Source: an optimization exercise on an open RTL-to-GDS flow (aim: small area, a short achievable clock period and few clock cycles per item). Production flows keep margins and buffers that such runs may drop. Where RTL was checked, it was by simulation tests only, not by an equivalence proof against the original. Only the layout flow was run in run 1; the RTL was not checked for function there. Power is estimated from default activity; no workload was simulated.

**flow/design.v**
```verilog
module MUL #(
    parameter WIDTH = 32
) (
    input  [ 0:0] clk,
    input  [ 0:0] rst,
    input  [ 0:0] start,
    input  [31:0] a,
    input  [31:0] b,
    output [63:0] res,
    output [ 0:0] finish
);
reg  [5:0] p;
reg  [32:0] s_q, c_q;         
reg  [7:0] ls_q, lc_q;       
reg         n3_q;             
reg  [31:0] l_q;              
reg  [29:0] h_q;              
reg  [3:0] one_q, two_q, neg_q;  
reg         sgn_q;
reg  [30:0] a_q;              
wire first = p[0];
wire [32:0] sfb = first ? 33'h100000000 : s_q;
wire [32:0] cfb = first ? 33'h0 : c_q;
wire [32:0] am = {1'b0, a_q, 1'b0};    
wire [31:0] pp0;
wire [31:0] pp1;
wire [31:0] pp2;
wire [31:0] pp3;
genvar gj;
generate for (gj = 0; gj < 32; gj = gj + 1) begin : g_pp
    assign pp0[gj] = ((one_q[0] & am[gj+1]) | (two_q[0] & am[gj])) ^ neg_q[0];
    assign pp1[gj] = ((one_q[1] & am[gj+1]) | (two_q[1] & am[gj])) ^ neg_q[1];
    assign pp2[gj] = ((one_q[2] & am[gj+1]) | (two_q[2] & am[gj])) ^ neg_q[2];
    assign pp3[gj] = ((one_q[3] & am[gj+1]) | (two_q[3] & am[gj])) ^ neg_q[3];
end endgenerate
wire fs0;
wire fc0;
wire hs0;
wire hc0;
wire hs1;
wire hc1;
wire fs1;
wire fc1;
wire hs2;
wire hc2;
wire fs2;
wire fc2;
wire hs3;
wire hc3;
wire fs3;
wire fc3;
wire fs4;
wire fc4;
wire fs5;
wire fc5;
wire fs6;
wire fc6;
wire fs7;
wire fc7;
wire fs8;
wire fc8;
wire fs9;
wire fc9;
wire fs10;
wire fc10;
wire fs11;
wire fc11;
wire fs12;
wire fc12;
wire fs13;
wire fc13;
wire fs14;
wire fc14;
wire fs15;
wire fc15;
wire fs16;
wire fc16;
wire fs17;
wire fc17;
wire fs18;
wire fc18;
wire fs19;
wire fc19;
wire fs20;
wire fc20;
wire fs21;
wire fc21;
wire fs22;
wire fc22;
wire fs23;
wire fc23;
wire fs24;
wire fc24;
wire fs25;
wire fc25;
wire fs26;
wire fc26;
wire fs27;
wire fc27;
wire fs28;
wire fc28;
wire fs29;
wire fc29;
wire fs30;
wire fc30;
wire fs31;
wire fc31;
wire fs32;
wire fc32;
wire fs33;
wire fc33;
wire fs34;
wire fc34;
wire fs35;
wire fc35;
wire fs36;
wire fc36;
wire fs37;
wire fc37;
wire fs38;
wire fc38;
wire fs39;
wire fc39;
wire fs40;
wire fc40;
wire fs41;
wire fc41;
wire fs42;
wire fc42;
wire fs43;
wire fc43;
wire fs44;
wire fc44;
wire fs45;
wire fc45;
wire fs46;
wire fc46;
wire fs47;
wire fc47;
wire fs48;
wire fc48;
wire fs49;
wire fc49;
wire fs50;
wire fc50;
wire fs51;
wire fc51;
wire fs52;
wire fc52;
wire fs53;
wire fc53;
wire fs54;
wire fc54;
wire fs55;
wire fc55;
wire fs56;
wire fc56;
wire fs57;
wire fc57;
wire hs4;
wire hc4;
wire fs58;
wire fc58;
wire fs59;
wire fc59;
wire fs60;
wire fc60;
wire fs61;
wire fc61;
wire fs62;
wire fc62;
wire fs63;
wire fc63;
wire fs64;
wire fc64;
wire fs65;
wire fc65;
wire fs66;
wire fc66;
wire fs67;
wire fc67;
wire fs68;
wire fc68;
wire fs69;
wire fc69;
wire fs70;
wire fc70;
wire fs71;
wire fc71;
wire fs72;
wire fc72;
wire fs73;
wire fc73;
wire fs74;
wire fc74;
wire fs75;
wire fc75;
wire fs76;
wire fc76;
wire fs77;
wire fc77;
wire fs78;
wire fc78;
wire fs79;
wire fc79;
wire fs80;
wire fc80;
wire fs81;
wire fc81;
wire fs82;
wire fc82;
wire fs83;
wire fc83;
wire fs84;
wire fc84;
wire fs85;
wire fc85;
wire fs86;
wire fc86;
wire fs87;
wire fc87;
wire fs88;
wire fc88;
wire fs89;
wire fc89;
wire fs90;
wire fc90;
wire fs91;
wire fc91;
wire hs5;
wire hc5;
wire hs6;
wire hc6;
wire fs92;
wire fc92;
wire fs93;
wire fc93;
wire fs94;
wire fc94;
wire fs95;
wire fc95;
wire fs96;
wire fc96;
wire fs97;
wire fc97;
wire fs98;
wire fc98;
wire fs99;
wire fc99;
wire fs100;
wire fc100;
wire fs101;
wire fc101;
wire fs102;
wire fc102;
wire fs103;
wire fc103;
wire fs104;
wire fc104;
wire fs105;
wire fc105;
wire fs106;
wire fc106;
wire fs107;
wire fc107;
wire fs108;
wire fc108;
wire fs109;
wire fc109;
wire fs110;
wire fc110;
wire fs111;
wire fc111;
wire fs112;
wire fc112;
wire fs113;
wire fc113;
wire fs114;
wire fc114;
wire fs115;
wire fc115;
wire fs116;
wire fc116;
wire fs117;
wire fc117;
wire fs118;
wire fc118;
wire fs119;
wire fc119;
wire fs120;
wire fc120;
wire fs121;
wire fc121;
wire fs122;
wire fc122;
wire fs123;
wire fc123;
wire fs124;
wire fc124;
wire fs125;
wire fc125;
wire fs126;
wire fc126;
wire fs127;
wire fc127;
wire hs7;
wire hc7;
assign fs0 = neg_q[0] ^ sfb[0] ^ cfb[0];
assign fc0 = (neg_q[0] & sfb[0]) | (neg_q[0] & cfb[0]) | (sfb[0] & cfb[0]);
assign hs0 = neg_q[1] ^ sfb[2];
assign hc0 = neg_q[1] & sfb[2];
assign hs1 = sfb[3] ^ cfb[3];
assign hc1 = sfb[3] & cfb[3];
assign fs1 = neg_q[2] ^ sfb[4] ^ cfb[4];
assign fc1 = (neg_q[2] & sfb[4]) | (neg_q[2] & cfb[4]) | (sfb[4] & cfb[4]);
assign hs2 = pp0[4] ^ pp1[2];
assign hc2 = pp0[4] & pp1[2];
assign fs2 = sfb[5] ^ cfb[5] ^ pp0[5];
assign fc2 = (sfb[5] & cfb[5]) | (sfb[5] & pp0[5]) | (cfb[5] & pp0[5]);
assign hs3 = pp1[3] ^ pp2[1];
assign hc3 = pp1[3] & pp2[1];
assign fs3 = sfb[6] ^ cfb[6] ^ pp0[6];
assign fc3 = (sfb[6] & cfb[6]) | (sfb[6] & pp0[6]) | (cfb[6] & pp0[6]);
assign fs4 = pp1[4] ^ pp2[2] ^ pp3[0];
assign fc4 = (pp1[4] & pp2[2]) | (pp1[4] & pp3[0]) | (pp2[2] & pp3[0]);
assign fs5 = sfb[7] ^ cfb[7] ^ pp0[7];
assign fc5 = (sfb[7] & cfb[7]) | (sfb[7] & pp0[7]) | (cfb[7] & pp0[7]);
assign fs6 = pp1[5] ^ pp2[3] ^ pp3[1];
assign fc6 = (pp1[5] & pp2[3]) | (pp1[5] & pp3[1]) | (pp2[3] & pp3[1]);
assign fs7 = sfb[8] ^ cfb[8] ^ pp0[8];
assign fc7 = (sfb[8] & cfb[8]) | (sfb[8] & pp0[8]) | (cfb[8] & pp0[8]);
assign fs8 = pp1[6] ^ pp2[4] ^ pp3[2];
assign fc8 = (pp1[6] & pp2[4]) | (pp1[6] & pp3[2]) | (pp2[4] & pp3[2]);
assign fs9 = sfb[9] ^ cfb[9] ^ pp0[9];
assign fc9 = (sfb[9] & cfb[9]) | (sfb[9] & pp0[9]) | (cfb[9] & pp0[9]);
assign fs10 = pp1[7] ^ pp2[5] ^ pp3[3];
assign fc10 = (pp1[7] & pp2[5]) | (pp1[7] & pp3[3]) | (pp2[5] & pp3[3]);
assign fs11 = sfb[10] ^ cfb[10] ^ pp0[10];
assign fc11 = (sfb[10] & cfb[10]) | (sfb[10] & pp0[10]) | (cfb[10] & pp0[10]);
assign fs12 = pp1[8] ^ pp2[6] ^ pp3[4];
assign fc12 = (pp1[8] & pp2[6]) | (pp1[8] & pp3[4]) | (pp2[6] & pp3[4]);
assign fs13 = sfb[11] ^ cfb[11] ^ pp0[11];
assign fc13 = (sfb[11] & cfb[11]) | (sfb[11] & pp0[11]) | (cfb[11] & pp0[11]);
assign fs14 = pp1[9] ^ pp2[7] ^ pp3[5];
assign fc14 = (pp1[9] & pp2[7]) | (pp1[9] & pp3[5]) | (pp2[7] & pp3[5]);
assign fs15 = sfb[12] ^ cfb[12] ^ pp0[12];
assign fc15 = (sfb[12] & cfb[12]) | (sfb[12] & pp0[12]) | (cfb[12] & pp0[12]);
assign fs16 = pp1[10] ^ pp2[8] ^ pp3[6];
assign fc16 = (pp1[10] & pp2[8]) | (pp1[10] & pp3[6]) | (pp2[8] & pp3[6]);
assign fs17 = sfb[13] ^ cfb[13] ^ pp0[13];
assign fc17 = (sfb[13] & cfb[13]) | (sfb[13] & pp0[13]) | (cfb[13] & pp0[13]);
assign fs18 = pp1[11] ^ pp2[9] ^ pp3[7];
assign fc18 = (pp1[11] & pp2[9]) | (pp1[11] & pp3[7]) | (pp2[9] & pp3[7]);
assign fs19 = sfb[14] ^ cfb[14] ^ pp0[14];
assign fc19 = (sfb[14] & cfb[14]) | (sfb[14] & pp0[14]) | (cfb[14] & pp0[14]);
assign fs20 = pp1[12] ^ pp2[10] ^ pp3[8];
assign fc20 = (pp1[12] & pp2[10]) | (pp1[12] & pp3[8]) | (pp2[10] & pp3[8]);
assign fs21 = sfb[15] ^ cfb[15] ^ pp0[15];
assign fc21 = (sfb[15] & cfb[15]) | (sfb[15] & pp0[15]) | (cfb[15] & pp0[15]);
assign fs22 = pp1[13] ^ pp2[11] ^ pp3[9];
assign fc22 = (pp1[13] & pp2[11]) | (pp1[13] & pp3[9]) | (pp2[11] & pp3[9]);
assign fs23 = sfb[16] ^ cfb[16] ^ pp0[16];
assign fc23 = (sfb[16] & cfb[16]) | (sfb[16] & pp0[16]) | (cfb[16] & pp0[16]);
assign fs24 = pp1[14] ^ pp2[12] ^ pp3[10];
assign fc24 = (pp1[14] & pp2[12]) | (pp1[14] & pp3[10]) | (pp2[12] & pp3[10]);
assign fs25 = sfb[17] ^ cfb[17] ^ pp0[17];
assign fc25 = (sfb[17] & cfb[17]) | (sfb[17] & pp0[17]) | (cfb[17] & pp0[17]);
assign fs26 = pp1[15] ^ pp2[13] ^ pp3[11];
assign fc26 = (pp1[15] & pp2[13]) | (pp1[15] & pp3[11]) | (pp2[13] & pp3[11]);
assign fs27 = sfb[18] ^ cfb[18] ^ pp0[18];
assign fc27 = (sfb[18] & cfb[18]) | (sfb[18] & pp0[18]) | (cfb[18] & pp0[18]);
assign fs28 = pp1[16] ^ pp2[14] ^ pp3[12];
assign fc28 = (pp1[16] & pp2[14]) | (pp1[16] & pp3[12]) | (pp2[14] & pp3[12]);
assign fs29 = sfb[19] ^ cfb[19] ^ pp0[19];
assign fc29 = (sfb[19] & cfb[19]) | (sfb[19] & pp0[19]) | (cfb[19] & pp0[19]);
assign fs30 = pp1[17] ^ pp2[15] ^ pp3[13];
assign fc30 = (pp1[17] & pp2[15]) | (pp1[17] & pp3[13]) | (pp2[15] & pp3[13]);
assign fs31 = sfb[20] ^ cfb[20] ^ pp0[20];
assign fc31 = (sfb[20] & cfb[20]) | (sfb[20] & pp0[20]) | (cfb[20] & pp0[20]);
assign fs32 = pp1[18] ^ pp2[16] ^ pp3[14];
assign fc32 = (pp1[18] & pp2[16]) | (pp1[18] & pp3[14]) | (pp2[16] & pp3[14]);
assign fs33 = sfb[21] ^ cfb[21] ^ pp0[21];
assign fc33 = (sfb[21] & cfb[21]) | (sfb[21] & pp0[21]) | (cfb[21] & pp0[21]);
assign fs34 = pp1[19] ^ pp2[17] ^ pp3[15];
assign fc34 = (pp1[19] & pp2[17]) | (pp1[19] & pp3[15]) | (pp2[17] & pp3[15]);
assign fs35 = sfb[22] ^ cfb[22] ^ pp0[22];
assign fc35 = (sfb[22] & cfb[22]) | (sfb[22] & pp0[22]) | (cfb[22] & pp0[22]);
assign fs36 = pp1[20] ^ pp2[18] ^ pp3[16];
assign fc36 = (pp1[20] & pp2[18]) | (pp1[20] & pp3[16]) | (pp2[18] & pp3[16]);
assign fs37 = sfb[23] ^ cfb[23] ^ pp0[23];
assign fc37 = (sfb[23] & cfb[23]) | (sfb[23] & pp0[23]) | (cfb[23] & pp0[23]);
assign fs38 = pp1[21] ^ pp2[19] ^ pp3[17];
assign fc38 = (pp1[21] & pp2[19]) | (pp1[21] & pp3[17]) | (pp2[19] & pp3[17]);
assign fs39 = sfb[24] ^ cfb[24] ^ pp0[24];
assign fc39 = (sfb[24] & cfb[24]) | (sfb[24] & pp0[24]) | (cfb[24] & pp0[24]);
assign fs40 = pp1[22] ^ pp2[20] ^ pp3[18];
assign fc40 = (pp1[22] & pp2[20]) | (pp1[22] & pp3[18]) | (pp2[20] & pp3[18]);
assign fs41 = sfb[25] ^ cfb[25] ^ pp0[25];
assign fc41 = (sfb[25] & cfb[25]) | (sfb[25] & pp0[25]) | (cfb[25] & pp0[25]);
assign fs42 = pp1[23] ^ pp2[21] ^ pp3[19];
assign fc42 = (pp1[23] & pp2[21]) | (pp1[23] & pp3[19]) | (pp2[21] & pp3[19]);
assign fs43 = sfb[26] ^ cfb[26] ^ pp0[26];
assign fc43 = (sfb[26] & cfb[26]) | (sfb[26] & pp0[26]) | (cfb[26] & pp0[26]);
assign fs44 = pp1[24] ^ pp2[22] ^ pp3[20];
assign fc44 = (pp1[24] & pp2[22]) | (pp1[24] & pp3[20]) | (pp2[22] & pp3[20]);
assign fs45 = sfb[27] ^ cfb[27] ^ pp0[27];
assign fc45 = (sfb[27] & cfb[27]) | (sfb[27] & pp0[27]) | (cfb[27] & pp0[27]);
assign fs46 = pp1[25] ^ pp2[23] ^ pp3[21];
assign fc46 = (pp1[25] & pp2[23]) | (pp1[25] & pp3[21]) | (pp2[23] & pp3[21]);
assign fs47 = sfb[28] ^ cfb[28] ^ pp0[28];
assign fc47 = (sfb[28] & cfb[28]) | (sfb[28] & pp0[28]) | (cfb[28] & pp0[28]);
assign fs48 = pp1[26] ^ pp2[24] ^ pp3[22];
assign fc48 = (pp1[26] & pp2[24]) | (pp1[26] & pp3[22]) | (pp2[24] & pp3[22]);
assign fs49 = sfb[29] ^ cfb[29] ^ pp0[29];
assign fc49 = (sfb[29] & cfb[29]) | (sfb[29] & pp0[29]) | (cfb[29] & pp0[29]);
assign fs50 = pp1[27] ^ pp2[25] ^ pp3[23];
assign fc50 = (pp1[27] & pp2[25]) | (pp1[27] & pp3[23]) | (pp2[25] & pp3[23]);
assign fs51 = sfb[30] ^ cfb[30] ^ pp0[30];
assign fc51 = (sfb[30] & cfb[30]) | (sfb[30] & pp0[30]) | (cfb[30] & pp0[30]);
assign fs52 = pp1[28] ^ pp2[26] ^ pp3[24];
assign fc52 = (pp1[28] & pp2[26]) | (pp1[28] & pp3[24]) | (pp2[26] & pp3[24]);
assign fs53 = sfb[31] ^ cfb[31] ^ pp0[31];
assign fc53 = (sfb[31] & cfb[31]) | (sfb[31] & pp0[31]) | (cfb[31] & pp0[31]);
assign fs54 = pp1[29] ^ pp2[27] ^ pp3[25];
assign fc54 = (pp1[29] & pp2[27]) | (pp1[29] & pp3[25]) | (pp2[27] & pp3[25]);
assign fs55 = ~neg_q[0] ^ sfb[32] ^ cfb[32];
assign fc55 = (~neg_q[0] & sfb[32]) | (~neg_q[0] & cfb[32]) | (sfb[32] & cfb[32]);
assign fs56 = pp1[30] ^ pp2[28] ^ pp3[26];
assign fc56 = (pp1[30] & pp2[28]) | (pp1[30] & pp3[26]) | (pp2[28] & pp3[26]);
assign fs57 = 1'b1 ^ pp1[31] ^ pp2[29];
assign fc57 = (1'b1 & pp1[31]) | (1'b1 & pp2[29]) | (pp1[31] & pp2[29]);
assign hs4 = pp0[0] ^ lowc[0];
assign hc4 = pp0[0] & lowc[0];
assign fs58 = sfb[1] ^ cfb[1] ^ pp0[1];
assign fc58 = (sfb[1] & cfb[1]) | (sfb[1] & pp0[1]) | (cfb[1] & pp0[1]);
assign fs59 = cfb[2] ^ pp0[2] ^ pp1[0];
assign fc59 = (cfb[2] & pp0[2]) | (cfb[2] & pp1[0]) | (pp0[2] & pp1[0]);
assign fs60 = pp0[3] ^ pp1[1] ^ hc0;
assign fc60 = (pp0[3] & pp1[1]) | (pp0[3] & hc0) | (pp1[1] & hc0);
assign fs61 = pp2[0] ^ hc1 ^ hs2;
assign fc61 = (pp2[0] & hc1) | (pp2[0] & hs2) | (hc1 & hs2);
assign fs62 = hc2 ^ hs3 ^ fc1;
assign fc62 = (hc2 & hs3) | (hc2 & fc1) | (hs3 & fc1);
assign fs63 = hc3 ^ fc2 ^ fs3;
assign fc63 = (hc3 & fc2) | (hc3 & fs3) | (fc2 & fs3);
assign fs64 = fc3 ^ fc4 ^ fs5;
assign fc64 = (fc3 & fc4) | (fc3 & fs5) | (fc4 & fs5);
assign fs65 = fc5 ^ fc6 ^ fs7;
assign fc65 = (fc5 & fc6) | (fc5 & fs7) | (fc6 & fs7);
assign fs66 = fc7 ^ fc8 ^ fs9;
assign fc66 = (fc7 & fc8) | (fc7 & fs9) | (fc8 & fs9);
assign fs67 = fc9 ^ fc10 ^ fs11;
assign fc67 = (fc9 & fc10) | (fc9 & fs11) | (fc10 & fs11);
assign fs68 = fc11 ^ fc12 ^ fs13;
assign fc68 = (fc11 & fc12) | (fc11 & fs13) | (fc12 & fs13);
assign fs69 = fc13 ^ fc14 ^ fs15;
assign fc69 = (fc13 & fc14) | (fc13 & fs15) | (fc14 & fs15);
assign fs70 = fc15 ^ fc16 ^ fs17;
assign fc70 = (fc15 & fc16) | (fc15 & fs17) | (fc16 & fs17);
assign fs71 = fc17 ^ fc18 ^ fs19;
assign fc71 = (fc17 & fc18) | (fc17 & fs19) | (fc18 & fs19);
assign fs72 = fc19 ^ fc20 ^ fs21;
assign fc72 = (fc19 & fc20) | (fc19 & fs21) | (fc20 & fs21);
assign fs73 = fc21 ^ fc22 ^ fs23;
assign fc73 = (fc21 & fc22) | (fc21 & fs23) | (fc22 & fs23);
assign fs74 = fc23 ^ fc24 ^ fs25;
assign fc74 = (fc23 & fc24) | (fc23 & fs25) | (fc24 & fs25);
assign fs75 = fc25 ^ fc26 ^ fs27;
assign fc75 = (fc25 & fc26) | (fc25 & fs27) | (fc26 & fs27);
assign fs76 = fc27 ^ fc28 ^ fs29;
assign fc76 = (fc27 & fc28) | (fc27 & fs29) | (fc28 & fs29);
assign fs77 = fc29 ^ fc30 ^ fs31;
assign fc77 = (fc29 & fc30) | (fc29 & fs31) | (fc30 & fs31);
assign fs78 = fc31 ^ fc32 ^ fs33;
assign fc78 = (fc31 & fc32) | (fc31 & fs33) | (fc32 & fs33);
assign fs79 = fc33 ^ fc34 ^ fs35;
assign fc79 = (fc33 & fc34) | (fc33 & fs35) | (fc34 & fs35);
assign fs80 = fc35 ^ fc36 ^ fs37;
assign fc80 = (fc35 & fc36) | (fc35 & fs37) | (fc36 & fs37);
assign fs81 = fc37 ^ fc38 ^ fs39;
assign fc81 = (fc37 & fc38) | (fc37 & fs39) | (fc38 & fs39);
assign fs82 = fc39 ^ fc40 ^ fs41;
assign fc82 = (fc39 & fc40) | (fc39 & fs41) | (fc40 & fs41);
assign fs83 = fc41 ^ fc42 ^ fs43;
assign fc83 = (fc41 & fc42) | (fc41 & fs43) | (fc42 & fs43);
assign fs84 = fc43 ^ fc44 ^ fs45;
assign fc84 = (fc43 & fc44) | (fc43 & fs45) | (fc44 & fs45);
assign fs85 = fc45 ^ fc46 ^ fs47;
assign fc85 = (fc45 & fc46) | (fc45 & fs47) | (fc46 & fs47);
assign fs86 = fc47 ^ fc48 ^ fs49;
assign fc86 = (fc47 & fc48) | (fc47 & fs49) | (fc48 & fs49);
assign fs87 = fc49 ^ fc50 ^ fs51;
assign fc87 = (fc49 & fc50) | (fc49 & fs51) | (fc50 & fs51);
assign fs88 = fc51 ^ fc52 ^ fs53;
assign fc88 = (fc51 & fc52) | (fc51 & fs53) | (fc52 & fs53);
assign fs89 = fc53 ^ fc54 ^ fs55;
assign fc89 = (fc53 & fc54) | (fc53 & fs55) | (fc54 & fs55);
assign fs90 = pp3[27] ^ fc55 ^ fc56;
assign fc90 = (pp3[27] & fc55) | (pp3[27] & fc56) | (fc55 & fc56);
assign fs91 = ~neg_q[1] ^ pp2[30] ^ pp3[28];
assign fc91 = (~neg_q[1] & pp2[30]) | (~neg_q[1] & pp3[28]) | (pp2[30] & pp3[28]);
assign hs5 = 1'b1 ^ pp2[31];
assign hc5 = 1'b1 & pp2[31];
assign hs6 = lowc[1] ^ fs0;
assign hc6 = lowc[1] & fs0;
assign fs92 = fc0 ^ fs58 ^ hc4;
assign fc92 = (fc0 ^ fs58) ? hc4 : fc0;
assign fs93 = hs0 ^ fc58 ^ fs59;
assign fc93 = (hs0 ^ fc58) ? fs59 : hs0;
assign fs94 = hs1 ^ fc59 ^ fs60;
assign fc94 = (hs1 ^ fc59) ? fs60 : hs1;
assign fs95 = fs1 ^ fc60 ^ fs61;
assign fc95 = (fs1 ^ fc60) ? fs61 : fs1;
assign fs96 = fs2 ^ fc61 ^ fs62;
assign fc96 = (fs2 ^ fc61) ? fs62 : fs2;
assign fs97 = fs4 ^ fc62 ^ fs63;
assign fc97 = (fs4 ^ fc62) ? fs63 : fs4;
assign fs98 = fs6 ^ fc63 ^ fs64;
assign fc98 = (fs6 ^ fc63) ? fs64 : fs6;
assign fs99 = fs8 ^ fc64 ^ fs65;
assign fc99 = (fs8 ^ fc64) ? fs65 : fs8;
assign fs100 = fs10 ^ fc65 ^ fs66;
assign fc100 = (fs10 ^ fc65) ? fs66 : fs10;
assign fs101 = fs12 ^ fc66 ^ fs67;
assign fc101 = (fs12 ^ fc66) ? fs67 : fs12;
assign fs102 = fs14 ^ fc67 ^ fs68;
assign fc102 = (fs14 ^ fc67) ? fs68 : fs14;
assign fs103 = fs16 ^ fc68 ^ fs69;
assign fc103 = (fs16 ^ fc68) ? fs69 : fs16;
assign fs104 = fs18 ^ fc69 ^ fs70;
assign fc104 = (fs18 ^ fc69) ? fs70 : fs18;
assign fs105 = fs20 ^ fc70 ^ fs71;
assign fc105 = (fs20 ^ fc70) ? fs71 : fs20;
assign fs106 = fs22 ^ fc71 ^ fs72;
assign fc106 = (fs22 ^ fc71) ? fs72 : fs22;
assign fs107 = fs24 ^ fc72 ^ fs73;
assign fc107 = (fs24 ^ fc72) ? fs73 : fs24;
assign fs108 = fs26 ^ fc73 ^ fs74;
assign fc108 = (fs26 ^ fc73) ? fs74 : fs26;
assign fs109 = fs28 ^ fc74 ^ fs75;
assign fc109 = (fs28 ^ fc74) ? fs75 : fs28;
assign fs110 = fs30 ^ fc75 ^ fs76;
assign fc110 = (fs30 ^ fc75) ? fs76 : fs30;
assign fs111 = fs32 ^ fc76 ^ fs77;
assign fc111 = (fs32 ^ fc76) ? fs77 : fs32;
assign fs112 = fs34 ^ fc77 ^ fs78;
assign fc112 = (fs34 ^ fc77) ? fs78 : fs34;
assign fs113 = fs36 ^ fc78 ^ fs79;
assign fc113 = (fs36 ^ fc78) ? fs79 : fs36;
assign fs114 = fs38 ^ fc79 ^ fs80;
assign fc114 = (fs38 ^ fc79) ? fs80 : fs38;
assign fs115 = fs40 ^ fc80 ^ fs81;
assign fc115 = (fs40 ^ fc80) ? fs81 : fs40;
assign fs116 = fs42 ^ fc81 ^ fs82;
assign fc116 = (fs42 ^ fc81) ? fs82 : fs42;
assign fs117 = fs44 ^ fc82 ^ fs83;
assign fc117 = (fs44 ^ fc82) ? fs83 : fs44;
assign fs118 = fs46 ^ fc83 ^ fs84;
assign fc118 = (fs46 ^ fc83) ? fs84 : fs46;
assign fs119 = fs48 ^ fc84 ^ fs85;
assign fc119 = (fs48 ^ fc84) ? fs85 : fs48;
assign fs120 = fs50 ^ fc85 ^ fs86;
assign fc120 = (fs50 ^ fc85) ? fs86 : fs50;
assign fs121 = fs52 ^ fc86 ^ fs87;
assign fc121 = (fs52 ^ fc86) ? fs87 : fs52;
assign fs122 = fs54 ^ fc87 ^ fs88;
assign fc122 = (fs54 ^ fc87) ? fs88 : fs54;
assign fs123 = fs56 ^ fs89 ^ fc88;
assign fc123 = (fs56 ^ fs89) ? fc88 : fs56;
assign fs124 = fs57 ^ fc89 ^ fs90;
assign fc124 = (fs57 ^ fc89) ? fs90 : fs57;
assign fs125 = fc57 ^ fs91 ^ fc90;
assign fc125 = (fc57 ^ fs91) ? fc90 : fc57;
assign fs126 = pp3[29] ^ hs5 ^ fc91;
assign fc126 = (pp3[29] ^ hs5) ? fc91 : pp3[29];
assign fs127 = ~neg_q[2] ^ pp3[30] ^ hc5;
assign fc127 = (~neg_q[2] ^ pp3[30]) ? hc5 : ~neg_q[2];
assign hs7 = 1'b1 ^ pp3[31];
assign hc7 = 1'b1 & pp3[31];
wire [32:0] s_t = {1'b0, 1'b1, hc7, fc127, fc126, fc125, fc124, fc123, fc122, fc121, fc120, fc119, fc118, fc117, fc116, fc115, fc114, fc113, fc112, fc111, fc110, fc109, fc108, fc107, fc106, fc105, fc104, fc103, fc102, fc101, fc100, fc99, fc98};
wire [32:0] c_t = {1'b0, 1'b0, ~neg_q[3], hs7, fs127, fs126, fs125, fs124, fs123, fs122, fs121, fs120, fs119, fs118, fs117, fs116, fs115, fs114, fs113, fs112, fs111, fs110, fs109, fs108, fs107, fs106, fs105, fs104, fs103, fs102, fs101, fs100, fs99};
wire [7:0] ls_t = {fc97, fc96, fc95, fc94, fc93, fc92, hc6, hs6};
wire [7:0] lc_t = {fs98, fs97, fs96, fs95, fs94, fs93, fs92, hs4};
wire [8:0] u = {1'b0, ls_q} + {1'b0, lc_q};
wire [7:0] low = {u[7] ^ (u[6] & n3_q), u[6] ^ n3_q, u[5:0]};
wire [1:0] lowc = {u[7] & u[6] & n3_q, u[8]} & {2{~first}};
wire [37:0] fin = {s_q[29:0], ls_q} + {c_q[29:0], lc_q};
wire [32:0] bm = {1'b0, b[30:0], 1'b0};    
wire [8:0] w0 = bm[8:0];
wire [8:0] w1 = bm[16:8];
wire [8:0] w2 = bm[24:16];
wire [8:0] w3 = bm[32:24];
wire [8:0] wn = ({9{~|p[2:0]}} & w0) |
                  ({9{p[0]}} & w1) |
                  ({9{p[1]}} & w2) |
                  ({9{p[2]}} & w3);
wire [3:0] one_n, two_n, neg_n;
generate for (gj = 0; gj < 4; gj = gj + 1) begin : g_enc
    assign one_n[gj] = wn[2*gj+1] ^ wn[2*gj];
    assign two_n[gj] = (wn[2*gj+2] & ~wn[2*gj+1] & ~wn[2*gj]) | (~wn[2*gj+2] & wn[2*gj+1] & wn[2*gj]);
    assign neg_n[gj] = wn[2*gj+2];
end endgenerate
always @(posedge clk) begin
    if (rst)
        p <= 6'b0;
    else
        p <= {p[4:0], start};
    one_q <= one_n;
    two_q <= two_n;
    neg_q <= neg_n;
    s_q   <= s_t;
    c_q   <= c_t;
    ls_q  <= ls_t;
    lc_q  <= lc_t;
    n3_q  <= neg_q[3];
    l_q   <= {low[7:0], l_q[31:8]};
    h_q   <= fin[37:8];
    sgn_q <= a[31] ^ b[31];
    a_q   <= a[30:0];
end
assign finish = p[5];
assign res = {sgn_q, 1'b0, h_q, l_q};
endmodule
```
**flow/run.sh**
```bash
#!/bin/bash
# synth_recipe.tcl (not shown) runs the flow's synth.tcl, then flattens the netlist and writes it again
# the make line also repeats each setting of config.mk as NAME=value (left out here)
make -C /OpenROAD-flow-scripts/flow DESIGN_CONFIG=/design/flow/config.mk WORK_HOME=/design/flow/orfs CLKGATE_MAP_FILE= SYNTH_SCRIPT=/design/flow/synth_recipe.tcl finish
```
**flow/config.mk**
```make
export PLATFORM = sky130hd
export DESIGN_NAME = MUL
export DESIGN_NICKNAME = MUL
export VERILOG_FILES = /design/flow/design.v
export SDC_FILE = /design/flow/constraint.sdc
export NUM_CORES = 4
export LEC_CHECK = 0
export CAP_MARGIN = 20
export CORE_MARGIN = 2
export CORE_UTILIZATION = 40
export SETUP_SLACK_MARGIN = 1.5
export SLEW_MARGIN = 20
```
**flow/constraint.sdc**
```tcl
create_clock -name core_clock -period 4.0 [get_ports {clk}]
set_input_delay 0.8000 -clock core_clock [delete_from_list [all_inputs] [get_ports {clk}]]
set_output_delay 0.8000 -clock core_clock [all_outputs]
set_load 0.01 [all_outputs]
```
==> results of run 1 <==
-- stage by stage --
stage                     worst slack [ns]   util  hold slack [ns]  power, mW  std cells
after CTS                             1.50  0.477            0.350       15.5       1725
after detailed placement              1.26  0.453            0.336       13.5       1692
after global routing                  1.47  0.487            0.356       17.0       1737
after global placement                1.28  0.453            0.332       13.4       1692
final                                 1.53  0.487            0.350       15.6       1737
after floorplan                       1.51      -            0.329       10.8       1249
-- cell type report --
cell class,count,share of cell area
multi-input cells,881,0.529
clock inverters,15,0.0155
repair buffers,159,0.113
well taps,396,0.0334
inverters,78,0.0203
clock buffers,17,0.0287
flip-flops and latches,191,0.261
-- critical path: stages, from the launching register on --
cell       delay [ns]
dfxtp_4          0.39
clkbuf_16        0.19
a22oi_1          0.27
xnor2_1          0.19
fa_1             0.47
fa_1             0.48
maj3_1           0.37
-- cells in the final DEF, fill, tap and decap left out, types with 20 or more instances in the layout --
master,count
nor2b_1,59
dfxtp_1,176
inv_1,74
nor2_1,27
xor2_1,84
nand2_1,68
maj3_1,31
ha_1,46
a21oi_1,34
o21ai_0,34
clkbuf_16,20
fa_1,89
a22oi_1,116
xnor2_1,155
clkdlybuf4s50_1,130
-- power groups by stage --
| stage | Clock, mW | Combinational, mW | Sequential, mW |
|---|---|---|---|
| 2_1_floorplan | 0 | 7.43 | 3.38 |
| 3_3_place_gp | 0 | 9.93 | 3.43 |
| 3_5_place_dp | 0 | 10.1 | 3.44 |
| 4_1_cts | 1.93 | 10.1 | 3.41 |
| 5_1_grt | 2.00 | 11.5 | 3.49 |
| 6_report | 1.88 | 10.3 | 3.40 |
-- kinds of logic after synthesis --
kind of cell / after synthesis / synth area share
XOR/XNOR: 240 / 0.171
other: 1 / 0.000306
AO/OA/AOI/OAI: 265 / 0.154
buffers and inverters: 177 / 0.0570
flip-flops: 191 / 0.312
adder cells (fa/ha/maj): 168 / 0.220
AND/OR/NAND/NOR: 206 / 0.0849
multiplexers: 1 / 0.000918
-- per-layer routing --
metal,vias to the layer above,track usage,part of all wire
met5,-,0,0
met4,0,0.0598,0.019
met3,33,0.0316,0.047
met2,268,0.325,0.47
met1,4360,0.264,0.46
li1,4354,-,-
-- flip-flops by register name, summed over array words and instances (netlist names) --
signal and flops:
l_q 32, a_q 31, c_q 31, s_q 31, h_q 30, lc_q 8
ls_q 8, p 6, neg_q 4, one_q 4, two_q 4, n3_q 1
sgn_q 1
-- final timing paths --
path / end / slack, ns / cells after the start
max reg2reg: s_q[10]$_DFF_P_ / 1.53 / 6
min reg2reg: l_q[20]$_DFF_P_ / 0.35 / 0
min: l_q[20]$_DFF_P_ / 0.35 / 0
max: s_q[10]$_DFF_P_ / 1.53 / 6
-- repair_timing --
action / CTS / global route
pin swaps: 2 / 9
buffers inserted: 1 / 9
resized for setup: 21 / 45
endpoints found under the setup margin: 60 / 46
gates cloned: 0 / 3
==> reports/results.txt, run 1 <==
Wire length of the first global-routing pass = 48.6 mm
Count of final setup violators = 0
Clock power frac = 0.120
Clock buffers created by TritonCTS = 17
P_int = 8.76 mW
Peak supply drop = 405 uV
Pin count of the biggest net entering global routing = 36
Synth-to-layout area growth = 20.8%
Post-synth cell types = 62
Clock H-tree levels = 4
Top achievable clock speed = 0.404 GHz
Result of the run = complete, no violations
Library cell occupying the most area in the post-synthesis netlist = dfxtp_1
Synthesized instance count = 1249
Max-cap violation count = 0
Post-Synthesis Mean Instance Area = 9.82 um2
Max Transition Viols Final = 0
Arrival time worst endpoint = 2.81 ns
Fraction of final layout cells sized beyond drive strength 1 = 0.0820
Total via count in the routed design = 9015
Critical Setup Path Class = register to register
CTS tree = built
Worst Clk Skew = 0.0119 ns
Portion of total power attributed to sequential cells = 0.218
Post-detail-place hpwl = 23.2 mm
Sum Neg Setup Slack = 0 ns
Async S/R FF share, synth = 0
Post-route cell area = 14800 um2
Number of placement rows = 64
TritonCTS sink count = 191
Sw Pwr = 6.82 mW
Routed wire length per instance = 17.8 um
Total area of sequential cells = 3860 um2
Number of antenna violations at the first check in global routing = 0
Prevailing post-synth register cell = dfxtp_1
Critical Path End Type = register
Number of top-level pins = 132
Source of the worst hold timing path = l_q[28]$_DFF_P_
Tcrit/Tclk final = 0.618
CTS max path bufs = 2
Clk Tree Root Cell = clkbuf_16
Floorplan core area = 30400 um2
Multi-input combinational cell area = 7830 um2
Synthesized Nets = 1453
Area after detailed placement = 13800 um2
CTS clock-pin slew for the worst setup and hold paths = 0.09 ns
Total of hold buffers inserted after clock tree synthesis = 0
Final ANT Viol Nets = 0
Worst Tran Pin Value = 0.514 ns
Required time worst endpoint = 4.33 ns
Setup repair after global routing missed its margin = true
Netlist area before placement = 12300 um2
Routed vias/inst = 5.19
Width of the die = 179 um
Worst-Skew Late Latency = 0.45 ns
Seq/Total Area, Yosys = 0.312
Starting Density = 0.403
Number of warning messages in the yosys log = 1
Placer Congestion = 0.833
Final Critical Period = 2.47 ns
Switching fraction of total power = 0.438
Dominant cells by area after synthesis = dfxtp_1 (31%), fa_1 (15%), xnor2_1 (11%)
Number of enable-type register cells in the synthesized netlist = 0
Total wire length = 30.9 mm
Starting DRC count in detailed routing = 746
Nature of the critical path startpoint = register
Post-layout nets = 1532
GR Overflow Total = 0
Count of input and output buffers = 130
Crit Reg-Reg Startpoint = two_q[0]$_DFF_P_
Worst min-delay path class = register to register
Antenna diode count = 0
Filler cell count = 2863
Vias in the first global route = 8938
Combinational share of power = 0.661
Synth top cells by count = dfxtp_1 (191), xnor2_1 (156), a22oi_1 (120)
GRT Util Overall = 0.197
DRC Markers = 0
Height of the die = 179 um
Critical Path Start = two_q[0]$_DFF_P_
Most used standard cell by instance count after synthesis = dfxtp_1
Total of flip-flops plus latches after synthesis = 191
Detailed-routing iteration count for the pre-antenna-repair pass = 7
Total count of hold-check failures in the final report = 0
Worst-case headroom to the max-slew limit = 0.657
Static power due to leakage = 5.96 nW
Power density relative to cell area = 1050 nW/um2
Top cell type's share of synthesized area = 0.312
Largest fanout on the critical path = 15
Die Footprint = 32100 um2
==> run 2: changes to the inputs <==
--- a/flow/design.v
+++ b/flow/design.v
@@ -17,11 +17,10 @@
 reg  [29:0] h_q;              
 reg  [3:0] one_q, two_q, neg_q;  
 reg         sgn_q;
-reg  [30:0] a_q;              
 wire first = p[0];
 wire [32:0] sfb = first ? 33'h100000000 : s_q;
 wire [32:0] cfb = first ? 33'h0 : c_q;
-wire [32:0] am = {1'b0, a_q, 1'b0};    
+wire [32:0] am = {1'b0, a[30:0], 1'b0};    
 wire [31:0] pp0;
 wire [31:0] pp1;
 wire [31:0] pp2;
@@ -616,7 +615,6 @@
     l_q   <= {low[7:0], l_q[31:8]};
     h_q   <= fin[37:8];
     sgn_q <= a[31] ^ b[31];
-    a_q   <= a[30:0];
 end
 assign finish = p[5];
 assign res = {sgn_q, 1'b0, h_q, l_q};
--- a/flow/config.mk
+++ b/flow/config.mk
@@ -8,5 +8,6 @@
 export CAP_MARGIN = 20
 export CORE_MARGIN = 2
 export CORE_UTILIZATION = 40
-export SETUP_SLACK_MARGIN = 1.5
+export CTS_BUF_LIST = sky130_fd_sc_hd__clkbuf_8
+export SETUP_SLACK_MARGIN = 1.3
 export SLEW_MARGIN = 20
==> run 2 against run 1 <==
Against the previous run:
- critical path depth increased by 1
- synthesized area is 5.1% lower
- highest routed layer is now met5
- die area fell by 4.9%
==> reports/results.txt, run 2 <==
Detailed-routing iteration count for the pre-antenna-repair pass = 5
Static power due to leakage = 5.57 nW
Arrival time worst endpoint = 3.00 ns
Prevailing post-synth register cell = dfxtp_1
Post-synthesis share of cell area spent on full adders, half adders and majority gates = 0.232
Placer Congestion = 0.817
Wire length of the first global-routing pass = 48.5 mm
Commonest non-fill, non-tap cells in the layout = xnor2_1 (156), dfxtp_1 (152), a22oi_1 (117)
Starting Density = 0.406
TritonCTS sink count = 160
Max-cap violation count = 0
Synthesized instance count = 1218
Total of flip-flops plus latches after synthesis = 160
Total via count in the routed design = 8852
Post-synth cell types = 62
Worst Clk Skew = 0.0247 ns
Routed vias/inst = 5.25
GRT Util Overall = 0.203
Floorplan core area = 28700 um2
Synthesized-area fraction occupied by ao, oa, aoi and oai cells = 0.162
Async S/R FF share, synth = 0
Crit Reg-Reg Startpoint = neg_q[0]$_DFF_P_
Number of enable-type register cells in the synthesized netlist = 0
Filler cell count = 2705
CTS tree = built
Cells after DPL = 1651
Clock buffers created by TritonCTS = 17
Clock H-tree levels = 4
CTS max path bufs = 2
Required time worst endpoint = 4.36 ns
Pin count of the biggest net entering global routing = 36
Die Footprint = 30500 um2
Largest fanout on the critical path = 8
Top register by number of flip-flops = l_q
Worst Tran Pin Value = 0.566 ns
Synth Area in Simple Gates = 0.0894
Post-detail-place hpwl = 23.3 mm
Netlist area before placement = 11600 um2
GR Overflow Total = 0
Multiplexer share of the synthesized area = 0.000967
Power density relative to cell area = 1060 nW/um2
Starting DRC count in detailed routing = 597
Setup repair after global routing missed its margin = false
Count of final setup violators = 0
Leading registers by flop count = l_q x32, c_q x31, s_q x31
Number of warning messages in the yosys log = 1
Count of input and output buffers = 130
Total power = 14.4 mW
Post-Synthesis Mean Instance Area = 9.56 um2
Top achievable clock speed = 0.380 GHz
Height of the die = 175 um
Number of placement rows = 62
Seq/Total Area, Yosys = 0.275
Total of hold buffers inserted after clock tree synthesis = 0
Total wire length = 29.7 mm
Vias in the first global route = 8961
Final Critical Period = 2.63 ns
Tcrit/Tclk final = 0.659
Synth top cells by count = dfxtp_1 (160), xnor2_1 (156), a22oi_1 (120)
Post-synthesis share of cell area spent on xor and xnor gates = 0.181
DRC Markers = 0
Most common cell after layout, fill and taps aside = xnor2_1
CTS clock-pin slew for the worst setup and hold paths = 0.10 ns
Synthesized Nets = 1422
Multi-input combinational cell area = 7770 um2
Worst-case headroom to the max-slew limit = 0.623
Top cell type's share of synthesized area = 0.275
Width of the die = 175 um
Critical Path End Type = register
Largest family of logic cells by synthesized area = adder cells
Synth-to-layout area growth = 17.3%
Worst hold path stage count = 0
Peak supply drop = 341 uV
Endpoint of the worst hold-timing path = l_q[23]$_DFF_P_
Fraction of final layout cells sized beyond drive strength 1 = 0.0638
Total count of hold-check failures in the final report = 0
Sum Neg Setup Slack = 0 ns
Worst-Skew Late Latency = 0.49 ns
Routed wire length per instance = 17.6 um
Worst-case reg-to-reg path depth = 5
Final ANT Viol Nets = 0
Number of antenna violations at the first check in global routing = 4
Worst min-delay path class = register to register
Library cell occupying the most area in the post-synthesis netlist = dfxtp_1
Number of top-level pins = 132
Post-layout nets = 1491
Clk Tree Root Cell = clkbuf_8
Nature of the critical path startpoint = primary input
R2R Path End = s_q[16]$_DFF_P_
Total area of sequential cells = 3230 um2
Max Transition Viols Final = 0
Dominant cells by area after synthesis = dfxtp_1 (28%), fa_1 (15%), xnor2_1 (12%)
Result of the run = complete, no violations
Number of flip-flops under the largest register name = 32
Critical Setup Path Class = primary input to register
Finished Layout Cells = 1686
Source of the worst hold timing path = l_q[31]$_DFF_P_
Most used standard cell by instance count after synthesis = dfxtp_1
Setup slack on the worst flop-to-flop path = 1.42 ns
[run 2: cell count changes after synthesis]
cell | previous run | this run
dfxtp_1 | 191 | 160
[run 2: worst max-delay path by stage]
stage | startpoint | to | slack (ns) | cells after the start
after detailed placement | a[6] | s_q[3]$_DFF_P_ | 0.61 | 7
after floorplan | a[30] | s_q[23]$_DFF_P_ | 1.32 | 6
after CTS | a[25] | s_q[19]$_DFF_P_ | 1.25 | 6
after global placement | a[6] | s_q[3]$_DFF_P_ | 0.64 | 7
after global routing | neg_q[0]$_DFF_P_ | ls_q[7]$_DFF_P_ | 1.31 | 6
final | a[6] | s_q[3]$_DFF_P_ | 1.37 | 7
[run 2: stage by stage]
step	utilization	hold slack [ns]	instance area (um2)	setup slack, ns
5_1_grt	0.476	0.360	13700	1.31
2_1_floorplan	-	0.329	11700	1.32
6_report	0.476	0.353	13700	1.37
3_5_place_dp	0.459	0.334	13200	0.610
4_1_cts	0.474	0.355	13600	1.25
3_3_place_gp	0.459	0.332	13200	0.635
[run 2: kinds of logic after synthesis]
family | count (synthesis)
fa+ha+maj | 168
flops | 160
other cells | 1
compound gates | 265
xor+xnor | 240
simple gates | 206
mux | 1
buf+inv | 177
[run 2: worst max-delay path, cell delays in order]
cell	delay (ns)
dlygate4sd2_1	0.42
a22oi_1	0.16
xor2_1	0.18
fa_1	0.44
inv_1	0.14
fa_1	0.48
maj3_1	0.37
[run 2: timing repair]
action	CTS	global route
buffers inserted	0	1
gates resized for setup	36	14
endpoints found under the setup margin	52	38
pin swaps	0	1
[run 2: area by class of cell]
type,instances,area share
multi-input combinational,881,0.569
sequential,160,0.236
timing repair buffer,149,0.105
tap,384,0.0352
inverter,78,0.0215
clock buffer,17,0.0171
clock inverter,15,0.0154
antenna,2,0.000367
[run 2: report_power, final]
group | internal (mW) | switching, mW
Combinational | 4.82 | 5.27
Sequential | 2.58 | 0.467
Clock | 0.546 | 0.757
Total | 7.95 | 6.49
[run 2: metal layers]
| metal | vias to the layer above | GRT usage | wire [um] |
|---|---|---|---|
| li1 | 4251 | - | - |
| met1 | 4235 | 0.266 | 13200 |
| met2 | 306 | 0.336 | 14100 |
| met3 | 56 | 0.0361 | 1640 |
| met4 | 4 | 0.0705 | 739 |
| met5 | - | 0 | 27 |
Testbench counts of run 2, summed over its fixed seeds: cycles 5,376, items 768.
==> run 3: changes to the inputs <==
--- a/flow/config.mk
+++ b/flow/config.mk
@@ -9,5 +9,5 @@
 export CORE_MARGIN = 2
 export CORE_UTILIZATION = 40
 export CTS_BUF_LIST = sky130_fd_sc_hd__clkbuf_8
-export SETUP_SLACK_MARGIN = 1.3
+export SETUP_SLACK_MARGIN = 1.5
 export SLEW_MARGIN = 20
==> run 3 against run 2 <==
Against the previous run:
- still clean on timing, DRC and antenna
- clock skew up 0.0015 ns
- worst hold slack worse by 0.016 ns
- sequential power down 2%
- via count up 0.46%
- critical path depth down 1
- flip-flop and latch count unchanged
- power up 2.7%
- highest routed layer is now met4
==> reports/results.txt, run 3 <==
Total wire length = 30.5 mm
Leading registers by flop count = l_q x32, c_q x31, s_q x31
TritonCTS sink count = 160
Total power = 14.8 mW
Met1 track demand over resource in global routing = 0.269
Critical Setup Path Class = primary input to register
Number of warning messages in the yosys log = 1
Most used standard cell by instance count after synthesis = dfxtp_1
DRC Markers = 0
Met3 track demand over resource = 0.0418
Height of the die = 175 um
Power density relative to cell area = 1060 nW/um2
Setup slack on the worst flop-to-flop path = 1.56 ns
Dominant cells by area after synthesis = dfxtp_1 (28%), fa_1 (15%), xnor2_1 (12%)
Worst-case headroom to the max-slew limit = 0.616
CTS max path bufs = 2
Area after detailed placement = 13200 um2
Number of enable-type register cells in the synthesized netlist = 0
Post-synthesis share of cell area spent on full adders, half adders and majority gates = 0.232
GR Overflow Total = 0
Library cell occupying the most area in the post-synthesis netlist = dfxtp_1
Starting Density = 0.406
Synthesized Nets = 1422
Worst Tran Pin Value = 0.576 ns
Nature of the critical path startpoint = primary input
Prevailing post-synth register cell = dfxtp_1
Worst min-delay path class = register to register
CTS tree = built
Post-layout nets = 1499
Biggest cell delay along the critical path = 0.48 ns
Final ANT Viol Nets = 0
Fraction of final layout cells sized beyond drive strength 1 = 0.128
Cells after DPL = 1651
Global route hottest layer = met2
Post-route cell area = 14000 um2
Cell breakdown of the critical path = clkdlybuf4s15_2 -> a22oi_2 -> xnor2_1 -> fa_1 -> fa_2 -> maj3_1
Synthesized-area fraction occupied by ao, oa, aoi and oai cells = 0.162
Synthesized instance count = 1218
Worst Clk Skew = 0.0262 ns
Netlist area before placement = 11600 um2
Max-cap violation count = 0
Seq/Total Area, Yosys = 0.275
Total of flip-flops plus latches after synthesis = 160
Multiplexer share of the synthesized area = 0.000967
Post-synthesis share of cell area spent on xor and xnor gates = 0.181
GR Layer Usage met2 = 0.327
Worst hold path stage count = 0
Worst-case reg-to-reg path depth = 6
Filler cell count = 2761
Top register by number of flip-flops = l_q
CTS clock-pin slew for the worst setup and hold paths = 0.12 ns
Static power due to leakage = 5.63 nW
Synth top cells by count = dfxtp_1 (160), xnor2_1 (156), a22oi_1 (120)
Crit Reg-Reg Startpoint = two_q[0]$_DFF_P_
Result of the run = complete, no violations
Routed vias/inst = 5.25
Total area of sequential cells = 3220 um2
Buf+Inv Stages, Crit Path = 1
Synth-to-layout area growth = 20.1%
Clock buffers created by TritonCTS = 17
Arrival time worst endpoint = 2.84 ns
Total count of hold-check failures in the final report = 0
Number of placement rows = 62
Finished Layout Cells = 1693
Synth Area in Simple Gates = 0.0894
Required time worst endpoint = 4.35 ns
Clock H-tree levels = 4
Largest family of logic cells by synthesized area = adder cells
Number of top-level pins = 132
Source of the worst hold timing path = l_q[24]$_DFF_P_
Starting DRC count in detailed routing = 569
Setup repair after global routing missed its margin = true
Cell at the slowest stage of the critical path = fa_1
Width of the die = 175 um
Top cell type's share of synthesized area = 0.275
Count of input and output buffers = 130
Commonest non-fill, non-tap cells in the layout = dfxtp_1 (154), xnor2_1 (151), clkdlybuf4s50_1 (99)
Pin count of the biggest net entering global routing = 36
Post-synth cell types = 62
Path length in cells of the critical path = 6
Vias in the first global route = 8827
Clk Tree Root Cell = clkbuf_8
Sum Neg Setup Slack = 0 ns
Detailed-routing iteration count for the pre-antenna-repair pass = 6
R2R Path End = s_q[18]$_DFF_P_
Count of final setup violators = 0
Die Footprint = 30500 um2
Async S/R FF share, synth = 0
Endpoint of the worst hold-timing path = l_q[16]$_DFF_P_
Tcrit/Tclk final = 0.623
Largest fanout on the critical path = 8
GRT Util Overall = 0.202
Critical Path End Type = register
Placer Congestion = 0.869
Total via count in the routed design = 8893
Worst-Skew Late Latency = 0.49 ns
Post-detail-place hpwl = 23.1 mm
Most common cell after layout, fill and taps aside = dfxtp_1
Max Transition Viols Final = 0
Number of antenna violations at the first check in global routing = 1
Multi-input combinational cell area = 8000 um2
Smallest hold slack = 0.337 ns
Wire length of the first global-routing pass = 48.3 mm
Post-Synthesis Mean Instance Area = 9.56 um2
Routed wire length per instance = 18.0 um
Number of flip-flops under the largest register name = 32
Final Critical Period = 2.49 ns
Top achievable clock speed = 0.401 GHz
Peak supply drop = 409 uV
Floorplan core area = 28700 um2
Kind of cell with the highest combined delay on the critical path = adder cells
[run 3: cell types whose count changed in the layout (fill, tap and decap cells not counted), moves of 6 or more]
cell / change
fa_2: +10
fa_1: -10
clkdlybuf4s15_2: +6
clkbuf_2: +21
a22oi_2: +25
dlygate4sd2_1: -25
a22oi_1: -25
[run 3: area by class of cell]
type	count	share of cell area
Antenna cell	1	0.000179
Clock buffer	17	0.0167
Clock inverter	15	0.0144
Inverter	78	0.0216
Multi-Input combinational cell	881	0.572
Sequential cell	160	0.230
Tap cell	384	0.0344
Timing Repair Buffer	157	0.110
[run 3: worst max-delay path by stage]
stage                           end             from
floorplan           s_q[10]$_DFF_P_            a[16]
global placement     s_q[5]$_DFF_P_             a[8]
detailed placement  s_q[18]$_DFF_P_            a[24]
CTS                  s_q[2]$_DFF_P_             a[5]
global route        h_q[22]$_DFF_P_  ls_q[0]$_DFF_P_
finish              s_q[18]$_DFF_P_            a[24]
[run 3: worst reg2reg max path, delay by kind of cell, from the launching register on]
family,cells,cell delay (ns)
AO/OA/AOI/OAI,1,0.15
XOR/XNOR,1,0.24
adder cells (fa/ha/maj),3,1.33
buffers and inverters,1,0.23
flip-flops,1,0.37
[run 3: per-stage QoR]
step / worst slack (ns) / util
final: 1.51 / 0.487
after global routing: 1.43 / 0.487
after CTS: 1.47 / 0.481
after detailed placement: 0.585 / 0.461
after global placement: 0.600 / 0.461
after floorplan: 1.32 / -
[run 3: routing by layer]
layer | share of wire | vias to the layer above
met1 | 0.45 | 4298
met5 | 0 | -
met2 | 0.47 | 300
met3 | 0.055 | 41
li1 | - | 4254
met4 | 0.025 | 0
[run 3: kinds of logic after synthesis]
logic type / after synthesis
and+or+nand+nor: 206
xor gates and xnor gates: 240
other: 1
muxes: 1
AOI/OAI and AO/OA: 265
DFF: 160
adders and majority gates: 168
buffers and inverters: 177
[run 3: timing repair]
action,4_1_cts,5_1_grt
hold buffers,0,0
setup buffers,2,7
gates resized for setup,81,81
pin swaps,3,10
setup endpoints to repair,69,45
gates cloned,0,0
[run 3: power breakdown]
part | internal [mW] | total (mW) | switching [mW]
Clock | 0.501 | 1.31 | 0.809
Combinational | 5.04 | 10.5 | 5.48
Sequential | 2.58 | 3.00 | 0.418
==> run 4: changes to the inputs <==
--- a/flow/config.mk
+++ b/flow/config.mk
@@ -7,7 +7,7 @@
 export LEC_CHECK = 0
 export CAP_MARGIN = 20
 export CORE_MARGIN = 2
-export CORE_UTILIZATION = 40
+export CORE_UTILIZATION = 45
 export CTS_BUF_LIST = sky130_fd_sc_hd__clkbuf_8
 export SETUP_SLACK_MARGIN = 1.5
 export SLEW_MARGIN = 20
==> run 4 against run 3 <==
Against the previous run:
- register-to-register slack worse by 0.05 ns
- power up 0.23%
- largest power group unchanged
- synthesized cell count unchanged
- worst setup slack better by 0.0031 ns
- sequential share of layout area about the same
- clock skew down 0.0020 ns
- clock power about the same
- design area up 0.20%
- highest routed layer is now met5
- count of clock-buffer cells in the layout unchanged
- critical path type is now register to register
- first-iteration DRC count up 3.2%
- via count up 0.29%
- wire length down 2.1%
==> reports/results.txt, run 4 <==
Result of the run = complete, no violations
Worst Clk Skew = 0.0243 ns
Worst min-delay path class = register to register
DRC Markers = 0
Power density relative to cell area = 1060 nW/um2
Starting Density = 0.460
Floorplan core area = 25300 um2
Vias in the first global route = 8659
Count of input and output buffers = 130
Synthesized-area fraction occupied by ao, oa, aoi and oai cells = 0.162
Seq/Total Area, Yosys = 0.275
Count of final setup violators = 0
Library cell occupying the most area in the post-synthesis netlist = dfxtp_1
Sum Neg Setup Slack = 0 ns
Commonest non-fill, non-tap cells in the layout = dfxtp_1 (155), xnor2_1 (151), clkdlybuf4s50_1 (99)
Total via count in the routed design = 8919
CTS clock-pin slew for the worst setup and hold paths = 0.12 ns
Multiplexer share of the synthesized area = 0.000967
Total of hold buffers inserted after clock tree synthesis = 0
Largest fanout on the critical path = 7
Total wire length = 29.8 mm
Tcrit/Tclk final = 0.622
CTS max path bufs = 2
Number of warning messages in the yosys log = 1
Worst Tran Pin Value = 0.538 ns
Area after detailed placement = 13200 um2
Critical Path End Type = register
Post-synthesis share of cell area spent on full adders, half adders and majority gates = 0.232
Clock buffers created by TritonCTS = 17
Post-route cell area = 14000 um2
Arrival time worst endpoint = 2.88 ns
Number of top-level pins = 132
Prevailing post-synth register cell = dfxtp_1
Met1 track demand over resource in global routing = 0.304
Peak supply drop = 457 uV
Met3 track demand over resource = 0.0407
Post-synthesis share of cell area spent on xor and xnor gates = 0.181
Post-layout nets = 1502
Fraction of final layout cells sized beyond drive strength 1 = 0.137
Max Transition Viols Final = 0
Setup slack on the worst flop-to-flop path = 1.51 ns
Synthesized instance count = 1218
Synth-to-layout area growth = 20.3%
Global route hottest layer = met2
Most common cell after layout, fill and taps aside = dfxtp_1
Total power = 14.9 mW
Final Critical Period = 2.49 ns
Worst-Skew Late Latency = 0.48 ns
Most used standard cell by instance count after synthesis = dfxtp_1
Netlist area before placement = 11600 um2
Top achievable clock speed = 0.402 GHz
Top register by number of flip-flops = l_q
Nature of the critical path startpoint = register
Dominant cells by area after synthesis = dfxtp_1 (28%), fa_1 (15%), xnor2_1 (12%)
Wire length of the first global-routing pass = 47.0 mm
CTS tree = built
Height of the die = 165 um
Synth top cells by count = dfxtp_1 (160), xnor2_1 (156), a22oi_1 (120)
Placer Congestion = 0.865
Setup repair after global routing missed its margin = true
GR Overflow Total = 0
Pin count of the biggest net entering global routing = 34
Post-detail-place hpwl = 23.1 mm
Routed wire length per instance = 18.2 um
Final ANT Viol Nets = 0
Number of placement rows = 58
Die Footprint = 27200 um2
GR Layer Usage met2 = 0.373
TritonCTS sink count = 160
Largest family of logic cells by synthesized area = adder cells
Worst-case headroom to the max-slew limit = 0.641
Synth Area in Simple Gates = 0.0894
Total count of hold-check failures in the final report = 0
Antenna diode count = 0
Max-cap violation count = 0
Critical Setup Path Class = register to register
Synthesized Nets = 1422
Post-Synthesis Mean Instance Area = 9.56 um2
Width of the die = 165 um
Post-synth cell types = 62
GRT Util Overall = 0.225
Starting DRC count in detailed routing = 587
Clk Tree Root Cell = clkbuf_8
Routed vias/inst = 5.44
Number of enable-type register cells in the synthesized netlist = 0
Top cell type's share of synthesized area = 0.275
Leading registers by flop count = l_q x32, c_q x31, s_q x31
Total of flip-flops plus latches after synthesis = 160
Number of flip-flops under the largest register name = 32
Static power due to leakage = 5.63 nW
Number of antenna violations at the first check in global routing = 2
Detailed-routing iteration count for the pre-antenna-repair pass = 5
Required time worst endpoint = 4.39 ns
Clock H-tree levels = 4
Async S/R FF share, synth = 0
run 4: area by class of cell:
class,count,area [um2]
Clock buffer,17,234
Inverter,78,297
Tap cell,330,413
Sequential cell,160,3220
Timing Repair Buffer,160,1570
Fill cell,2327,11300
Multi-Input combinational cell,881,8050
Clock inverter,15,216
run 4: path summary, 6_finish.rpt:
kind / from / endpoint / cells after the start
max: s_q[6]$_DFF_P_ / h_q[27]$_DFF_P_ / 9
min: l_q[24]$_DFF_P_ / l_q[16]$_DFF_P_ / 0
max reg2reg: s_q[6]$_DFF_P_ / h_q[27]$_DFF_P_ / 9
min reg2reg: l_q[24]$_DFF_P_ / l_q[16]$_DFF_P_ / 0
run 4: per-stage QoR:
stage | instances | setup WS (ns) | hold WS [ns] | utilization
finish | 1641 | 1.51 | 0.352 | 0.553
global route | 1641 | 1.41 | 0.353 | 0.553
CTS | 1632 | 1.49 | 0.349 | 0.543
detailed placement | 1597 | 0.611 | 0.336 | 0.520
global placement | 1597 | 0.615 | 0.331 | 0.520
floorplan | 1218 | 1.32 | 0.329 | -
run 4: kinds of logic (layout without fill, tap and decap cells):
family                   Yosys count  in the layout
XOR/XNOR                         240            240
AND/OR/NAND/NOR                  206            206
multiplexers                       1              1
AO/OA/AOI/OAI                    265            265
flip-flops                       160            160
other                              1              1
buffers and inverters            177            270
adder cells (fa/ha/maj)          168            168
run 4: worst max-delay path, stage by stage (launching register included):
cell,delay (ns)
dfxtp_1,0.35
ha_1,0.43
a21oi_4,0.21
o21ai_0,0.13
a31oi_1,0.18
buf_4,0.14
nand4_1,0.12
o211ai_1,0.40
nand2_1,0.17
o311ai_1,0.27
run 4: where the power goes:
part,total (mW),internal [mW],switching (mW)
clock,1.32,0.506,0.809
combinational,10.6,5.06,5.49
sequential,3.00,2.58,0.417
run 4: repair_timing:
item                       4_1_cts  5_1_grt
pin swaps                        3        9
gates resized for setup         91       80
buffers inserted                 3        9
setup endpoints to repair       67       43
cloned                           0        0
run 4: layer usage:
metal	part of all wire	vias to the layer above
met5	0.0011	-
met1	0.45	4316
met2	0.48	291
met4	0.018	4
met3	0.056	45
li1	-	4263
==> run 5: changes to the inputs <==
--- a/flow/config.mk
+++ b/flow/config.mk
@@ -7,7 +7,7 @@
 export LEC_CHECK = 0
 export CAP_MARGIN = 20
 export CORE_MARGIN = 2
-export CORE_UTILIZATION = 45
+export CORE_UTILIZATION = 50
 export CTS_BUF_LIST = sky130_fd_sc_hd__clkbuf_8
 export SETUP_SLACK_MARGIN = 1.5
 export SLEW_MARGIN = 20
==> run 5 against run 4 <==
Against the previous run:
- still clean on timing, DRC and antenna
- design area up 0.26%
- clock skew down 0.0037 ns
- count of clock-buffer cells in the layout unchanged
- synthesized cell count unchanged
- utilization up 6.3 points
- worst setup slack worse by 0.025 ns
- via count down 0.96%
- combinational power about the same
- non-clock buffer count down 1
- wire length down 0.30%
- synthesized area unchanged
- global-route usage up 2.4 points
- critical endpoint is now s_q[6]$_DFF_P_
- highest routed layer is now met4
==> reports/results.txt, run 5 <==
Result of the run = complete, no violations
Dominant cells by area after synthesis = dfxtp_1 (28%), fa_1 (15%), xnor2_1 (12%)
Detailed-routing iteration count for the pre-antenna-repair pass = 5
Top register by number of flip-flops = l_q
Worst hold path stage count = 0
Post-synthesis share of cell area spent on xor and xnor gates = 0.181
Number of enable-type register cells in the synthesized netlist = 0
Nature of the critical path startpoint = primary input
Fraction of final layout cells sized beyond drive strength 1 = 0.147
GR Overflow Total = 0
Number of top-level pins = 132
Max Transition Viols Final = 0
Post-detail-place hpwl = 23.0 mm
Smallest hold slack = 0.350 ns
Die Footprint = 24500 um2
Antenna diode count = 0
Synth top cells by count = dfxtp_1 (160), xnor2_1 (156), a22oi_1 (120)
Setup repair after global routing missed its margin = true
Largest family of logic cells by synthesized area = adder cells
Crit path capture = s_q[6]$_DFF_P_
Worst min-delay path class = register to register
Tcrit/Tclk final = 0.629
Total power = 14.9 mW
Total count of hold-check failures in the final report = 0
Multiplexer share of the synthesized area = 0.000967
DRC Markers = 0
Prevailing post-synth register cell = dfxtp_1
CTS clock-pin slew for the worst setup and hold paths = 0.11 ns
Total via count in the routed design = 8833
Synthesized instance count = 1218
Buf+Inv Stages, Crit Path = 1
Power density relative to cell area = 1060 nW/um2
Max-cap violation count = 0
Floorplan core area = 22800 um2
Largest fanout on the critical path = 8
Post-synthesis share of cell area spent on full adders, half adders and majority gates = 0.232
Number of flip-flops under the largest register name = 32
Clock buffers created by TritonCTS = 17
Crit Reg-Reg Startpoint = two_q[0]$_DFF_P_
Library cell occupying the most area in the post-synthesis netlist = dfxtp_1
Worst Tran Pin Value = 0.546 ns
Source of the worst hold timing path = l_q[30]$_DFF_P_
Seq/Total Area, Yosys = 0.275
Most used standard cell by instance count after synthesis = dfxtp_1
TritonCTS sink count = 160
Peak supply drop = 547 uV
Placer Congestion = 0.849
Number of warning messages in the yosys log = 1
Synthesized Nets = 1422
Number of antenna violations at the first check in global routing = 0
Biggest cell delay along the critical path = 0.49 ns
Post-layout nets = 1501
Total wire length = 29.7 mm
Wire length of the first global-routing pass = 47.1 mm
Top cell type's share of synthesized area = 0.275
Worst-case headroom to the max-slew limit = 0.627
Path length in cells of the critical path = 6
Most common cell after layout, fill and taps aside = xnor2_1
Sum Neg Setup Slack = 0 ns
R2R Path End = s_q[22]$_DFF_P_
Routed vias/inst = 5.44
Synth Area in Simple Gates = 0.0894
Height of the die = 157 um
Setup slack on the worst flop-to-flop path = 1.54 ns
Count of final setup violators = 0
Netlist area before placement = 11600 um2
Arrival time worst endpoint = 2.86 ns
CTS max path bufs = 2
Commonest non-fill, non-tap cells in the layout = xnor2_1 (154), dfxtp_1 (149), clkdlybuf4s50_1 (99)
Number of placement rows = 55
CTS tree = built
Pin count of the biggest net entering global routing = 34
Critical Path Start = a[12]
Count of input and output buffers = 130
Routed wire length per instance = 18.3 um
Critical Path End Type = register
Synth-to-layout area growth = 20.6%
Worst-case reg-to-reg path depth = 6
Total of flip-flops plus latches after synthesis = 160
Synthesized-area fraction occupied by ao, oa, aoi and oai cells = 0.162
Cell at the slowest stage of the critical path = fa_1
Critical Setup Path Class = primary input to register
Clock H-tree levels = 4
Vias in the first global route = 8582
Width of the die = 157 um
Cells after DPL = 1580
Finished Layout Cells = 1623
Worst Clk Skew = 0.0206 ns
Final ANT Viol Nets = 0
Post-Synthesis Mean Instance Area = 9.56 um2
Required time worst endpoint = 4.35 ns
Final Critical Period = 2.51 ns
Kind of cell with the highest combined delay on the critical path = adder cells
Top achievable clock speed = 0.398 GHz
Cell breakdown of the critical path = clkdlybuf4s15_2 -> a22oi_2 -> xnor2_2 -> fa_1 -> fa_1 -> maj3_1
Worst-Skew Late Latency = 0.48 ns
Post-layout util = 0.617
Leading registers by flop count = l_q x32, c_q x31, s_q x31
Clk Tree Root Cell = clkbuf_8
Post-synth cell types = 62
Critical Path Most Common Cell = fa_1
Async S/R FF share, synth = 0
Starting DRC count in detailed routing = 597
Starting Density = 0.511
GRT Util Overall = 0.249
Static power due to leakage = 5.61 nW
run 5: cell counts after synthesis:
No cell type changed its count.
run 5: layout make-up:
type                       count  area, um2
sequential                   160       3230
fill                        1987       8730
multi-input combinational    881       8120
clock inverter                15        216
timing repair buffer         159       1550
inverter                      78        297
clock buffer                  17        234
tap                          313        392
run 5: routing by layer:
| layer | routed length (um) | vias up | GRT usage |
|---|---|---|---|
| li1 | - | 4257 | - |
| met1 | 14600 | 4245 | 0.371 |
| met2 | 12900 | 303 | 0.374 |
| met3 | 1770 | 28 | 0.0446 |
| met4 | 455 | 0 | 0.0594 |
| met5 | 0 | - | 0 |
run 5: cells by family after synthesis:
| group | count (synthesis) |
|---|---|
| mux | 1 |
| simple gates | 206 |
| xor+xnor | 240 |
| other cells | 1 |
| fa+ha+maj | 168 |
| compound gates | 265 |
| buf+inv | 177 |
| flops | 160 |
run 5: worst reg2reg max path: stages (launching register included):
cell and delay (ns):
dfxtp_1 0.37, buf_12 0.22, a22oi_2 0.13, xnor2_1 0.29, fa_1 0.49, fa_1 0.48, maj3_1 0.37
run 5: metrics by stage:
step / instance area (um2) / setup WS [ns]
6_report: 14000 / 1.49
3_5_place_dp: 13100 / 0.601
3_3_place_gp: 13100 / 0.610
4_1_cts: 13700 / 1.47
5_1_grt: 14000 / 1.46
2_1_floorplan: 11800 / 1.32
run 5: repair_timing:
action	4_1_cts	5_1_grt
buffers inserted	0	11
pin swaps	2	15
resized for setup	88	108
setup endpoints to repair	61	48
hold buffers	0	0
gates cloned	0	0
run 5: worst min-delay path by stage:
stage	to	slack, ns
finish	l_q[22]$_DFF_P_	0.35
global route	l_q[22]$_DFF_P_	0.35
CTS	l_q[22]$_DFF_P_	0.34
detailed placement	l_q[16]$_DFF_P_	0.33
global placement	l_q[0]$_DFF_P_	0.33
floorplan	n3_q$_DFF_P_	0.33
run 5: power breakdown:
part / internal, mW / switching (mW) / leakage, nW / total, mW
sequential: 2.59 / 0.458 / 1.35 / 3.04
clock: 0.509 / 0.804 / 0.220 / 1.31
combinational: 5.10 / 5.48 / 4.04 / 10.6
total: 8.19 / 6.75 / 5.61 / 14.9
